Context: an optimization exercise on an open-source flow, tuned for small area and a short achievable clock period. The choices shown serve that exercise and are no tape-out recipe.
Only simulation tests tie the RTL to the original design; equivalence was not proved.
Power figures rest on the tool's default switching activity, not on a simulated workload.

File: flow/config.mk
export PLATFORM = sky130hd
export DESIGN_NAME = zepto_cpu
export DESIGN_NICKNAME = zepto_cpu
export VERILOG_FILES = /design/flow/design.v
export SDC_FILE = /design/flow/constraint.sdc
export NUM_CORES = 4
export LEC_CHECK = 0
export CAP_MARGIN = 20
export CORE_MARGIN = 2
export CORE_UTILIZATION = 40
export SLEW_MARGIN = 20
File: flow/constraint.sdc
create_clock -name core_clock -period 12.0 [get_ports {clk}]
set_input_delay 2.4000 -clock core_clock [delete_from_list [all_inputs] [get_ports {clk}]]
set_output_delay 2.4000 -clock core_clock [all_outputs]
set_load 0.01 [all_outputs]
File: flow/design.v
module decoder7 (In, Out);
	input [3:0] In;
	output reg[6:0] Out;
	always @(*)	
		case (In)
			4'b0000 : Out = ~7'b0111111; 
			4'b0001 : Out = ~7'b0000110;
			4'b0010 : Out = ~7'b1011011; 
			4'b0011 : Out = ~7'b1001111; 
			4'b0100 : Out = ~7'b1100110; 
			4'b0101 : Out = ~7'b1101101; 
			4'b0110 : Out = ~7'b1111101; 
			4'b0111 : Out = ~7'b0000111; 
			4'b1000 : Out = ~7'b1111111; 
			4'b1001 : Out = ~7'b1101111;
			4'b1010 : Out = ~7'b1110111; 
			4'b1011 : Out = ~7'b1111100; 
			4'b1100 : Out = ~7'b0111001; 
			4'b1101 : Out = ~7'b1011110; 
			4'b1110 : Out = ~7'b1111001; 
			4'b1111 : Out = ~7'b1110001; 
			default : Out = ~7'b0000000;
		endcase
endmodule
module ula(
	input [2:0] Op,
	input [15:0] A,
	input [15:0] B,
	output reg [15:0] S
);
	always@(*) begin
		S = 16'b0;
		if(Op == 3'b000) begin
			S = A+B;
		end
		if(Op == 3'b001) begin
			S = A-B;
		end
		if(Op == 3'b010) begin
			S = A&B;
		end
		if(Op == 3'b011) begin
			S = A|B;
		end
		if(Op == 3'b100) begin
			S = A^B;
		end
		if (Op == 3'b101) begin
			S = 16'b0;
		end
		if (Op == 3'b110) begin
			S = 16'b0;
		end
		if (Op == 3'b111) begin
			S = 16'b0;
		end
	end
endmodule
module comparador (
	input [15:0] A,
	input [15:0] B,
	output reg [3:0] S
);
always @(*)
	begin
	S = 4'b0000;
	if (A[15] == 0 & B[15] == 0)
		begin
		S[3] = (A == B);
		S[2] = (A != B);
		S[1] = (A >= B);
		S[0] = (A < B);
		end
	if (A[15] == 0 & B[15] == 1)
		begin
		S[3] = 1'b0;
		S[2] = 1'b1;
		S[1] = 1'b1;
		S[0] = 1'b0;
		end
	if (A[15] == 1 & B[15] == 0)
		begin
		S[3] = 1'b0;
		S[2] = 1'b1;
		S[1] = 1'b0;
		S[0] = 1'b1;
		end
	if (A[15] == 1 & B[15] == 1)
		begin
		S[3] = (A == B);
		S[2] = (A != B);
		S[1] = (A >= B);
		S[0] = (A < B);
		end
	end
endmodule
module controle(
	input [31:0] Inst,
	output wire [2:0] Op,
	output wire [3:0] Ra,
	output wire [3:0] Rb,
	output wire [3:0] Rd,
	output wire [15:0] Imm,
	output wire WE,
	output wire Jump,
	output wire CJump,
	output wire beq,
	output wire bne,
	output wire bge,
	output wire blt,
	output wire jalr
);
wire [3:0] Opcode;
assign Opcode = Inst % 5'b10000;
assign Op = Opcode[2:0];
assign Rd = ((Inst % 9'b100000000) >> 4);
assign Ra = ((Inst % 13'b1000000000000) >> 8);
assign Rb = ((Inst % 17'b10000000000000000) >> 12);
assign Imm = ((Inst % 33'b100000000000000000000000000000000) >> 16);
assign Jump = (Opcode == 4'b0101|Opcode == 4'b0110|Opcode == 4'b0111|Opcode == 4'b1001|Opcode == 4'b1011|Opcode == 4'b1100) ? 1'b1 : 1'b0;
assign CJump = (Opcode == 4'b0101|Opcode == 4'b0110|Opcode == 4'b0111|Opcode == 4'b1001) ? 1'b1 : 1'b0;
assign WE = (Opcode == 4'b0000|Opcode == 4'b0001|Opcode == 4'b0010|Opcode == 4'b0011|Opcode == 4'b0100|Opcode == 4'b1011|Opcode == 4'b1100) ? 1'b1 : 1'b0;
assign beq = Opcode == 4'b0101 ? 1'b1 : 1'b0;
assign bne = Opcode == 4'b0110 ? 1'b1 : 1'b0;
assign bge = Opcode == 4'b0111 ? 1'b1 : 1'b0;
assign blt = Opcode == 4'b1001 ? 1'b1 : 1'b0;
assign jalr = Opcode == 4'b1100 ? 1'b1 : 1'b0;
endmodule
module pc(
	input [15:0] E,
	input Reset,
	input clk,
	output wire [15:0] Saida
);
reg [15:0] S;
assign Saida = S;
always @(posedge clk) 
	begin
		if (Reset == 1'b1) 
			begin
				S[0] <= 1'b0;
				S[1] <= 1'b0;
				S[2] <= 1'b0;
				S[3] <= 1'b0;
				S[4] <= 1'b0;
				S[5] <= 1'b0;
				S[6] <= 1'b0;
				S[7] <= 1'b0;
				S[8] <= 1'b0;
				S[9] <= 1'b0;
				S[10] <= 1'b0;
				S[11] <= 1'b0;
				S[12] <= 1'b0;
				S[13] <= 1'b0;
				S[14] <= 1'b0;
				S[15] <= 1'b0;
			end
		else 
			begin
				S <= E;
			end
	end
endmodule
module registrador(
	input [3:0] Ra,
	input [3:0] Rb,
	input [3:0] Rd,
	input [15:0] D,
	input WE,
	input Reset,
	input clk,
	output reg [15:0] A,
	output reg [15:0] B
);
reg [15:0] S;
reg [15:0] R0;
reg [15:0] R1;
reg [15:0] R2;
reg [15:0] R3;
reg [15:0] R4;
reg [15:0] R5;
reg [15:0] R6;
reg [15:0] R7;
reg [15:0] R8;
reg [15:0] R9;
reg [15:0] R10;
reg [15:0] R11;
reg [15:0] R12;
reg [15:0] R13;
reg [15:0] R14;
reg [15:0] R15;
assign R0[0] = 1'b0;
assign R0[1] = 1'b0;
assign R0[2] = 1'b0;
assign R0[3] = 1'b0;
assign R0[4] = 1'b0;
assign R0[5] = 1'b0;
assign R0[6] = 1'b0;
assign R0[7] = 1'b0;
assign R0[8] = 1'b0;
assign R0[9] = 1'b0;
assign R0[10] = 1'b0;
assign R0[11] = 1'b0;
assign R0[12] = 1'b0;
assign R0[13] = 1'b0;
assign R0[14] = 1'b0;
assign R0[15] = 1'b0;
always @(*)  
	begin
	A = 16'b0;
	B = 16'b0;
				if (Ra == 4'b0000)
					begin
					A = R0;
					end
				if (Ra == 4'b0001)
					begin
					A = R1;
					end
				if (Ra == 4'b0010)
					begin
					A = R2;
					end
				if (Ra == 4'b0011)
					begin
					A = R3;
					end
				if (Ra == 4'b0100)
					begin
					A = R4;
					end
				if (Ra == 4'b0101)
					begin
					A = R5;
					end
				if (Ra == 4'b0110)
					begin
					A = R6;
					end
				if (Ra == 4'b0111)
					begin
					A = R7;
					end
				if (Ra == 4'b1000)
					begin
					A = R8;
					end
				if (Ra == 4'b1001)
					begin
					A = R9;
					end
				if (Ra == 4'b1010)
					begin
					A = R10;
					end
				if (Ra == 4'b1011)
					begin
					A = R11;
					end
				if (Ra == 4'b1100)
					begin
					A = R12;
					end
				if (Ra == 4'b1101)
					begin
					A = R13;
					end
				if (Ra == 4'b1110)
					begin
					A = R14;
					end
				if (Ra == 4'b1111)
					begin
					A = R15;
					end
				if (Rb == 4'b0000)
					begin
					B = R0;
					end
				if (Rb == 4'b0001)
					begin
					B = R1;
					end
				if (Rb == 4'b0010)
					begin
					B = R2;
					end
				if (Rb == 4'b0011)
					begin
					B = R3;
					end
				if (Rb == 4'b0100)
					begin
					B = R4;
					end
				if (Rb == 4'b0101)
					begin
					B = R5;
					end
				if (Rb == 4'b0110)
					begin
					B = R6;
					end
				if (Rb == 4'b0111)
					begin
					B = R7;
					end
				if (Rb == 4'b1000)
					begin
					B = R8;
					end
				if (Rb == 4'b1001)
					begin
					B = R9;
					end
				if (Rb == 4'b1010)
					begin
					B = R10;
					end
				if (Rb == 4'b1011)
					begin
					B = R11;
					end
				if (Rb == 4'b1100)
					begin
					B = R12;
					end
				if (Rb == 4'b1101)
					begin
					B = R13;
					end
				if (Rb == 4'b1110)
					begin
					B = R14;
					end
				if (Rb == 4'b1111)
					begin
					B = R15;
					end
	end
always @(posedge clk)  
	begin
	if (Reset == 1)  
		begin
		R1 <= R0;
		R2 <= R0;
		R3 <= R0;
		R4 <= R0;
		R5 <= R0;
		R6 <= R0;
		R7 <= R0;
		R8 <= R0;
		R9 <= R0;
		R10 <= R0;
		R11 <= R0;
		R12 <= R0;
		R13 <= R0;
		R14 <= R0;
		R15 <= R0;
		end
	if (Reset == 0)
		begin
		if (WE == 1)  
			begin
			if (Rd == 4'b0001)
				begin
				R1 <= D;
				end
			if (Rd == 4'b0010)
				begin
				R2 <= D;
				end
			if (Rd == 4'b0011)
				begin
				R3 <= D;
				end
			if (Rd == 4'b0100)
				begin
				R4 <= D;
				end
			if (Rd == 4'b0101)
				begin
				R5 <= D;
				end
			if (Rd == 4'b0110)
				begin
				R6 <= D;
				end
			if (Rd == 4'b0111)
				begin
				R7 <= D;
				end
			if (Rd == 4'b1000)
				begin
				R8 <= D;
				end
			if (Rd == 4'b1001)
				begin
				R9 <= D;
				end
			if (Rd == 4'b1010)
				begin
				R10 <= D;
				end
			if (Rd == 4'b1011)
				begin
				R11 <= D;
				end
			if (Rd == 4'b1100)
				begin
				R12 <= D;
				end
			if (Rd == 4'b1101)
				begin
				R13 <= D;
				end
			if (Rd == 4'b1110)
				begin
				R14 <= D;
				end
			if (Rd == 4'b1111)
				begin
				R15 <= D;
				end
			end
		if (WE == 0)
			begin
			end
		end
	end
endmodule
module zepto_cpu(
	input clk,
	input rst_n,  
	input [1:0] disp_sel,  
	input [31:0] inst,  
	output wire [15:0] pc,
	output reg [6:0] HEX0,
	output reg [6:0] HEX1,
	output reg [6:0] HEX2,
	output reg [6:0] HEX3,
	output reg [6:0] HEX4,
	output reg [6:0] HEX5,
	output reg [6:0] HEX6,
	output reg [6:0] HEX7,
	output [15:0] VerRA
);
wire [1:0] SW_sel;
assign SW_sel = disp_sel;
wire [15:0] E;  
wire [15:0] Adds;  
wire [31:0] Inst;  
wire Reset;
assign Reset = ~rst_n;
pc U1(.E(E),.clk(clk),.Saida(Adds),.Reset(Reset));
assign pc = Adds;
assign Inst = inst;
wire [2:0] Op;
wire [3:0] Ra;
wire [3:0] Rb;
wire [3:0] Rd;
wire [15:0] Imm;
wire WE;
wire Jump;
wire CJump;
wire beq;
wire bne;
wire bge;
wire blt;
wire jalr;
controle U3(.Inst(Inst),.Op(Op),.Ra(Ra),.Rb(Rb),.Rd(Rd),.Imm(Imm),.WE(WE),.Jump(Jump),.CJump(CJump),.beq(beq),.bne(bne),.bge(bge),.blt(blt),.jalr(jalr));
reg [15:0] D;
wire [15:0] A;
wire [15:0] B;
registrador U5(.D(D),.Ra(Ra),.Rb(Rb),.Rd(Rd),.WE(WE),.Reset(Reset),.clk(clk),.A(A),.B(B));
assign VerRA = A;
wire [15:0] P;
wire [15:0] S;
wire [3:0] SComp;
comparador U6(.A(A),.B(B),.S(SComp));
ula U7(.Op(Op),.A(A),.B(B),.S(S));  
ula U8(.Op(Op),.A(S),.B(Imm),.S(P));  
reg [15:0] Sadd;  
always @(*)
begin
	D = Adds + 1;
	Sadd = 16'b0000000000000001;
	if (Jump == 1'b0)
		begin
		D = P;
		Sadd = 16'b0000000000000001;
		end
	else
		begin
		if (CJump == 1'b1)
			begin
			if (beq == 1'b1)
				begin
				Sadd = SComp[3] ? Imm : 16'b0000000000000001;
				end
			if (bne == 1'b1)
				begin
				Sadd = SComp[2] ? Imm : 16'b0000000000000001;
				end
			if (bge == 1'b1)
				begin
				Sadd = SComp[1] ? Imm : 16'b0000000000000001;
				end
			if (blt == 1'b1)
				begin
				Sadd = SComp[0] ? Imm : 16'b0000000000000001;
				end
			end
		else
			begin
			if (jalr == 1'b1)
				begin
				D = Adds + 1;
				Sadd = A - Adds + Imm;
				end
			else
				begin
				D = Adds + 1;
				Sadd = Imm;
				end
			end
		end
end
ula U9(.Op(3'b000),.A(Adds),.B(Sadd),.S(E));  
	wire [6:0] PC0;
	wire [6:0] PC1;
	wire [6:0] PC2;
	wire [6:0] PC3;
	decoder7 D0(.In(Adds[3:0]),.Out(PC0));
	decoder7 D1(.In(Adds[7:4]),.Out(PC1));
	decoder7 D2(.In(Adds[11:8]),.Out(PC2));
	decoder7 D3(.In(Adds[15:12]),.Out(PC3));
	wire [6:0] IN0;
	wire [6:0] IN1;
	wire [6:0] IN2;
	wire [6:0] IN3;
	wire [6:0] IN4;
	wire [6:0] IN5;
	wire [6:0] IN6;
	wire [6:0] IN7;
	decoder7 D5(.In(Inst[3:0]),.Out(IN0));
	decoder7 D6(.In(Inst[7:4]),.Out(IN1));
	decoder7 D7(.In(Inst[11:8]),.Out(IN2));
	decoder7 D8(.In(Inst[15:12]),.Out(IN3));
	decoder7 D9(.In(Inst[19:16]),.Out(IN4));
	decoder7 D10(.In(Inst[23:20]),.Out(IN5));
	decoder7 D11(.In(Inst[27:24]),.Out(IN6));
	decoder7 D12(.In(Inst[31:28]),.Out(IN7));
	wire [6:0] RA0;
	wire [6:0] RA1;
	wire [6:0] RA2;
	wire [6:0] RA3;
	decoder7 D13(.In(A[3:0]),.Out(RA0));
	decoder7 D14(.In(A[7:4]),.Out(RA1));
	decoder7 D15(.In(A[11:8]),.Out(RA2));
	decoder7 D16(.In(A[15:12]),.Out(RA3));
	wire [6:0] RB0;
	wire [6:0] RB1;
	wire [6:0] RB2;
	wire [6:0] RB3;
	decoder7 D17(.In(B[3:0]),.Out(RB0));
	decoder7 D18(.In(B[7:4]),.Out(RB1));
	decoder7 D19(.In(B[11:8]),.Out(RB2));
	decoder7 D20(.In(B[15:12]),.Out(RB3));
	always @(*)
		begin
		HEX0 = PC0;
		HEX1 = PC1;
		HEX2 = PC2;
		HEX3 = PC3;
		HEX4 = 7'b0000000;
		HEX5 = 7'b0000000;
		HEX6 = 7'b0000000;
		HEX7 = 7'b0000000;
		if ((SW_sel[0] == 0) & (SW_sel[1] == 0))
			begin
			HEX0 = PC0;
			HEX1 = PC1;
			HEX2 = PC2;
			HEX3 = PC3;
			HEX4 = 7'b0000000;
			HEX5 = 7'b0000000;
			HEX6 = 7'b0000000;
			HEX7 = 7'b0000000;
			end
		if ((SW_sel[0] == 1) & (SW_sel[1] == 0))
			begin
			HEX0 = IN0;
			HEX1 = IN1;
			HEX2 = IN2;
			HEX3 = IN3;
			HEX4 = IN4;
			HEX5 = IN5;
			HEX6 = IN6;
			HEX7 = IN7;
			end
		if ((SW_sel[0] == 1) & (SW_sel[1] == 1))
			begin
			HEX0 = RA0;
			HEX1 = RA1;
			HEX2 = RA2;
			HEX3 = RA3;
			HEX4 = 7'b0000000;
			HEX5 = 7'b0000000;
			HEX6 = 7'b0000000;
			HEX7 = 7'b0000000;
			end
		if ((SW_sel[0] == 0) & (SW_sel[1] == 1))
			begin
			HEX0 = RB0;
			HEX1 = RB1;
			HEX2 = RB2;
			HEX3 = RB3;
			HEX4 = 7'b0000000;
			HEX5 = 7'b0000000;
			HEX6 = 7'b0000000;
			HEX7 = 7'b0000000;
			end
	end
endmodule
File: flow/run.sh
#!/bin/bash
# synth_recipe.tcl (not shown) runs the flow's synth.tcl, then flattens the netlist and writes it again
# the make line also repeats each setting of config.mk as NAME=value (left out here)
make -C /OpenROAD-flow-scripts/flow DESIGN_CONFIG=/design/flow/config.mk WORK_HOME=/design/flow/orfs CLKGATE_MAP_FILE= SYNTH_SCRIPT=/design/flow/synth_recipe.tcl finish
==> impl_metrics.py <==
metrics = {
    "setup_path": {
        "path_class": "in2reg",
        "rrSetupSlack_ps": 4040,
        "cp_slowest_cell": "o31ai_2",
        "reg2reg_depth": 27,
        "critPathMaxFanout": 28,
        "r2r-start": "U5.R1[15]",
        "cp.required_ps": 12450,
        "critPathCaptureType": "flop",
        "r2r-end": "D3.Out[0]",
        "arrival_ps": 11560,
        "critPathLaunchType": "input pin",
        "critical-path-max-stage-delay_ps": 870,
    },
    "timing": {
        "fin_skew_ps": 32.5,
        "timing.final.crit_share": 0.926,
        "worst_pin_slew_ps": 1130,
        "finalSetupViolCount": 0,
        "hold_violations": 0,
        "maxSlewViolCount": 0,
        "rsz0062_at_grt": "no",
        "maxSlewHeadroom": 0.244,
        "setup-tns-final_ps": 0,
        "timing.final.ws_setup_ps": 889,
        "period_needed_ps": 11110,
        "max_freq_ghz": 0.0900,
    },
    "drt": {
        "viasPerCell": 6.43,
        "drcViolationCount": 0,
        "routed_wl_um": 109000,
        "first_pass_iters": 6,
        "vias": 27800,
        "routedWlPerCell_um": 25.4,
        "drtIter0Drc": 3385,
        "ant_nets": 0,
    },
    "logic_synthesis": {
        "synth_area_per_cell_um2": 7.60,
        "syn_area_um2": 26000,
        "synth_cells": 3415,
        "async_reset_ff_frac": 0,
        "synth_largest_area_cell": "dfxtp_1",
        "synth-edff-count": 0,
        "syn-num-nets": 3734,
        "synth_top_area_frac": 0.219,
        "synth_seq_cells": 284,
        "ys_seq_area_frac": 0.219,
        "yosys-top-cells-area": "dfxtp_1 (22%), ha_1 (13%), a21oi_1 (5.9%)",
        "yosysWarningCount": 22,
        "synth.most_common_cell": "nor2_1",
        "netlist_top_cells_count": "nor2_1 (319), a21oi_1 (306), o21ai_0 (294), dfxtp_1 (284), ha_1 (263)",
        "synth.distinct_cells": 100,
        "synth_ff_type": "dfxtp_1",
    },
    "floorplan": {
        "die_area_um2": 67000,
        "ios": 124,
        "die_w_um": 259,
        "die_h_um": 259,
        "std_cell_rows": 93,
        "core_area_um2": 64300,
        "start_util": 0.404,
    },
    "power": {
        "powerDensity_nw_per_um2": 132,
        "p_leak_nw": 11.7,
        "ir_drop_uv": 88.2,
    },
    "clock_network": {
        "clock-sinks": 284,
        "post_cts_buffers": 0,
        "clockBufferDepth": 3,
        "clock_latency_ps": 580,
        "tritoncts": "yes",
        "post_cts_resized": 0,
        "cts_buffers": 35,
        "h-tree-depth": 2,
        "cts_hold_buf": 0,
        "clkTransAtPathRegs_ps": 60,
        "cts_root_buf": "clkbuf_16",
    },
    "layout": {
        "post-route-util": 0.458,
        "post-route-cell-area_um2": 29400,
        "drive_gt1_frac": 0.0855,
        "fin_nets": 3754,
        "final_cells": 4317,
        "syn2layout_area_growth_pct": 13.4,
        "n_fill_cell": 6499,
    },
    "place": {
        "port_buffers": 123,
        "pre_cts_ws_ps": 441,
        "dp_hpwl_um": 82500,
        "gp_congestion": 1.02,
        "placed_cells": 4252,
        "placed_area_um2": 28200,
    },
    "hold_path": {
        "min_path_cells": 2,
        "holdPathEnd": "U5.R11[3]",
        "hold_start": "U5.R11[3]",
        "hold_path_class": "reg2reg",
    },
    "global_routing": {
        "grt_usage": 0.317,
        "grt_pass1_wl_um": 164000,
        "antenna_found_initial": 1,
        "grt_pass1_vias": 25100,
        "grt_max_degree": 121,
        "grt_overflow": 0,
    },
    "run_status": {
        "outcome": "no timing/DRC/antenna violations",
    },
    "flow_run": {
        "timing.max_cap.violations": 0,
    },
}
-- cells by family (layout without fill, tap and decap cells) --
kind of cell    count (synthesis)  count (layout)  share of synthesized area
buf+inv                       446             491                     0.0676
fa+ha+maj                     283             283                      0.142
flops                         284             284                      0.219
compound gates               1330            1330                      0.335
other cells                     0               2                          0
mux                           107             107                     0.0490
simple gates                  905             905                      0.167
xor+xnor                       60              60                     0.0202
-- routing by layer --
metal / up-vias / track usage / wire (um)
li1: 12700 / - / -
met1: 13200 / 0.468 / 49200
met2: 1577 / 0.448 / 44400
met3: 230 / 0.0692 / 11700
met4: 0 / 0.111 / 4140
met5: - / 0 / 0
-- per-stage QoR --
step / hold WS [ps] / power [W]
2_1_floorplan: 482 / 0.00215
3_3_place_gp: 504 / 0.00274
3_5_place_dp: 503 / 0.00273
4_1_cts: 511 / 0.00384
5_1_grt: 542 / 0.00407
6_report: 514 / 0.00388
-- where the power goes --
part / internal (W) / switching (W)
clock network: 0.000633 / 0.000476
registers: 0.00100 / 0.0000738
logic: 0.000643 / 0.00105
-- worst max-delay path: cells and delay by family --
| family | cells | cell delay [ps] |
|---|---|---|
| compound gates | 11 | 3150 |
| xor+xnor | 1 | 360 |
| fa+ha+maj | 3 | 1360 |
| buf+inv | 3 | 940 |
| mux | 1 | 270 |
| simple gates | 10 | 3080 |
-- how the worst max path moves through the flow --
stage / startpoint / slack (ps) / to
CTS: inst[12] / 1000 / D3.Out[0]
global placement: inst[12] / 550 / D3.Out[0]
global route: inst[13] / 320 / D3.Out[3]
floorplan: inst[8] / 1900 / D3.Out[0]
finish: inst[13] / 890 / D3.Out[0]
detailed placement: inst[12] / 440 / D3.Out[0]
-- flip-flops by register name, summed over array words and instances (netlist names), 16 cells and up --
register  cells
U5.R1        16
U5.R13       16
U5.R15       16
U5.R11       16
U5.R7        16
U5.R9        16
U5.R14       16
U5.R4        16
U5.R2        16
U1.S         16
U5.R5        16
U5.R6        16
U5.R10       16
U5.R12       16
U5.R8        16
U5.R3        16
-- layout make-up --
type	count	area (um^2)	area share
multi-input cells	2685	18600	0.632
repair buffers	261	2260	0.0767
inverters	168	632	0.0215
clock buffers	46	987	0.0335
well taps	855	1070	0.0363
diodes	2	5.00	0.000170
flip-flops and latches	284	5690	0.193
clock inverters	16	199	0.00676
-- placed cells by master, fill, tap and decap left out, types with 17 or more instances in the layout --
master / instances
a211oi_1: 116
a21o_1: 37
a21oi_1: 306
a221o_1: 29
a221oi_1: 46
a22oi_1: 34
a31oi_1: 94
a41oi_1: 17
buf_4: 138
clkbuf_16: 35
clkdlybuf4s50_1: 119
dfxtp_1: 284
fa_1: 20
ha_1: 259
inv_1: 158
mux2i_1: 82
nand2_1: 226
nand2b_1: 33
nand3_1: 76
nand3b_1: 49
nor2_1: 306
nor2b_1: 36
nor3_1: 53
o211ai_1: 34
o21a_1: 24
o21ai_0: 294
o221ai_1: 52
o22ai_1: 69
o31ai_1: 23
xnor2_1: 44

-- re-timing with driven ports --
The results above use ideal ports. As a check the final layout listed here was re-extracted and re-timed, cells and wires unchanged. Step 1 (the two cells are an assumption about what drives the block):
set clk [get_ports {clk}]
set_driving_cell -lib_cell sky130_fd_sc_hd__clkbuf_16 $clk
set_driving_cell -lib_cell sky130_fd_sc_hd__buf_2 [delete_from_list [all_inputs] $clk]
Step 2 also shifts input and output timing later by t, the mid clock arrival at the registers, as if the neighbouring blocks saw the same clock. a / b / c = ideal / step 1 / step 2; a / b = the first two.
shift t [ns]: 0.624
setup slack, ns: 0.889 / 0.925 / 0.301
worst hold slack (ns): 0.514 / 0.514 / 0.514
worst setup path after step 2: input to register
After both steps this run still meets setup and hold. For this run, drivers alone change the setup slack by +0.036 ns; drivers and shift together by -0.588 ns.
